What follows belongs to an exercise in optimizing a design on an open flow for small area and a short achievable clock period; a production flow would make more cautious choices. Function was checked by simulation only, so behaviour that the tests miss may differ from the original. Power and IR drop assume default switching activity.

// STDPmodel_4PWL
module STDPmodel_4PWL
(reset, clk, A_pre, A_post, start_replay_phase, W_previous, W_new);
make LEC_CHECK=0 CAP_MARGIN=20 CORE_MARGIN=2 CORE_UTILIZATION=40 SETUP_SLACK_MARGIN=3.0 SLEW_MARGIN=20 finish   # period 7.5 ns
run.sh (not shown) runs the stock make flow with config.mk's settings and CLKGATE_MAP_FILE= SYNTH_SCRIPT=/design/flow/synth_recipe.tcl, a recipe that flattens the netlist after the stock synthesis.
Next try:
- ABC_CLOCK_PERIOD_IN_PS: not set -> 3500
What happened: The changed run passed the timing, DRC and antenna checks; setup slack is unchanged; clock-buffer cell count is unchanged; total power does not change.
Next try:
- ABC_CLOCK_PERIOD_IN_PS: 3500 -> not set
- SETUP_SLACK_MARGIN: 3.0 -> 4
Clock skew goes down by 0.0050 ns. Cell area goes up by a little under a tenth. Worst setup slack is better by 0.75 ns. Synthesized cell count is unchanged. Wire length goes up by a few percent. Final cell count goes up by a few percent.

---

Setup of run A:
STDPmodel_4PWL, a different RTL version from the one above (not shown whole).
For scale: roughly 16000 um^2 of cells after synthesis.
// STDPmodel_4PWL
module STDPmodel_4PWL
(reset, clk, A_pre, A_post, start_replay_phase, W_previous, W_new);
	input reset;
	input clk;
	input A_pre;
	input A_post;
	input start_replay_phase;
	input  [31:0] W_previous;
	output [31:0] W_new;
	reg    [31:0] W_new;
	localparam [31:0] W_MAX = 32'h0020_0000;
	reg [2:0] Count_pre, Count_post;
	always @(posedge clk)
	  if (reset)              Count_pre <= 3'd0;
	  else if (A_pre)         Count_pre <= 3'd6;
	  else if (Count_pre!=0)  Count_pre <= Count_pre - 3'd1;
	always @(posedge clk)
	  if (reset)              Count_post <= 3'd0;
	  else if (A_post)        Count_post <= 3'd6;
	  else if (Count_post!=0) Count_post <= Count_post - 3'd1;
	wire nz_next = !reset && (A_pre || Count_pre > 3'd1) && (A_post || Count_post > 3'd1);
	reg nz;
	always @(posedge clk) nz <= nz_next;
	wire AdaptW = nz && !reset;
	wire [2:0] Delta_Count = Count_post - Count_pre;
	wire d2 = Delta_Count[2];
	wire [2:0] abs_dc = d2 ? (3'd0 - Delta_Count) : Delta_Count;
	reg AdaptW_2, AdaptW_3, AdaptW_4;
  ...
make LEC_CHECK=0 CAP_MARGIN=20 CORE_MARGIN=2 CORE_UTILIZATION=40 SETUP_SLACK_MARGIN=4.4 SLEW_MARGIN=20 finish   # period 7.5 ns
No stage failed in run A, and the final checks on the layout all came back clean.
Edits applied to the flow inputs when going from run A to run B:
- a change of SETUP_SLACK_MARGIN from 4.4 to 4
Notes after the runs:
Worst-path cell with the longest stage delay: sky130_fd_sc_hd__fa_1 -> run B, sky130_fd_sc_hd__fa_2 -> run A. Summary of run B over run A: power decreased 10%, count of port buffers added during placement essentially unchanged, post-route standard cell area excluding fillers decreased 8.8%, worst reg-to-reg path cell count decreased 1, routing usage on met2 decreased 3.1 points. Run B vs. run A: met3 track demand over resource went down by 2.2 points.
The following lists how run C was set up differently from run B:
- an added CTS_BUF_LIST of sky130_fd_sc_hd__clkbuf_4 sky130_fd_sc_hd__clkbuf_8
## What came out
Run C vs run B — clock-buffer cell count rose 66%.
The total global routing track utilization of run C and that of run B are within noise of each other.
On sequential share of layout area, run C tracks run B almost exactly.
Taking run B as the reference, in run C multi-input gate share of the layout cell area closely matched the old numbers; clock skew increased by 30 ps relative to the old numbers.
[run C vs run B] routed wirelength normalized by instance count: lower in run C
> inputs changed (run C -> run D)
- swapping sky130_fd_sc_hd__clkbuf_4 sky130_fd_sc_hd__clkbuf_8 for sky130_fd_sc_hd__clkbuf_8 in CTS_BUF_LIST
- putting CTS_CLUSTER_SIZE at 30 where nothing was set
==> flow/flow/run.sh (new file) <==
#!/bin/bash
# The standard layout (the standard.sh, standard synthesis included),
# except that the port buffers are buf_2 cells rather than the resizer's
# default pick.  Every port still gets its buffer.
set -euo pipefail
export BUFFER_PORTS_ARGS="-buffer_cell sky130_fd_sc_hd__buf_2"
bash standard.sh > standard.log 2>&1
==> flow/standard.sh (new file) <==
#!/bin/bash
# synth_recipe.tcl (not shown) runs the flow's synth.tcl, then flattens the netlist and writes it again
# the make line also repeats each setting of config.mk as NAME=value (left out here)
make -C /OpenROAD-flow-scripts/flow DESIGN_CONFIG=/design/flow/config.mk WORK_HOME=/design/flow/orfs CLKGATE_MAP_FILE= SYNTH_SCRIPT=/design/flow/synth_recipe.tcl "${@:-finish}"
removed: flow/run.sh
## What came out
Comparing the two runs side by side, run D comes out behind run C on first-pass GRT wire length. Routed wire in run D totals more than in run C. Between run D and run C, sequential portion of the cell area is higher for run D, run C comes in under that. Delta (run D minus run C): cell count shows an increase of 0.74%, number of placed instances with taps included was more or less identical, combined area of the multi-input logic cells flat. Compared to run C, run D shows a wider setup margin. Relative max-transition margin: run D higher than run C. Run D was carried through to the last stage, and its layout satisfied the timing, DRC and antenna checks. Final area, run D vs run C: down slightly.

## afterwards: timing with drivers on the ports
Ports are ideal in the flow. The routed layouts listed here were re-timed in OpenROAD. Step 1 (the two cells are an assumption about what drives the block):
set clk [get_ports {clk}]
set_driving_cell -lib_cell sky130_fd_sc_hd__clkbuf_16 $clk
set_driving_cell -lib_cell sky130_fd_sc_hd__buf_2 [delete_from_list [all_inputs] $clk]
Step 2 moves the port delays by t, midway between the first and last clock arrival at a register: inputs arrive t later, outputs are due t later. That takes back most of the time a late clock gives input paths. Three values: no drivers, after step 1, after step 2; two values: the first two.
run	shift t [ns]	slack for setup (ns)	worst setup path at the end	worst slew at a driven data input, ns	cell pins on the clock port's net
the first run of note 1	0.593	3.155 / 3.155 / 2.951	input to register	0.06	1
the second run of note 1	0.593	3.155 / 3.155 / 2.951	input to register	0.06	1
the third run of note 1	0.603	3.908 / 3.908 / 3.556	input to register	0.05	1
run A	0.601	3.959 / 3.959 / 3.607	input to register	0.05	1
run B	0.599	3.967 / 3.967 / 3.540	input to register	0.07	1
run C	0.607	3.992 / 3.992 / 3.524	input to register	0.07	1
run D	0.621	4.004 / 4.004 / 3.471	input to register	0.04	1
After both steps setup and hold are still met in every run listed. The setup slack of run D, which loses most, moves by 0.000 ns with the drivers and by -0.533 ns with both steps.
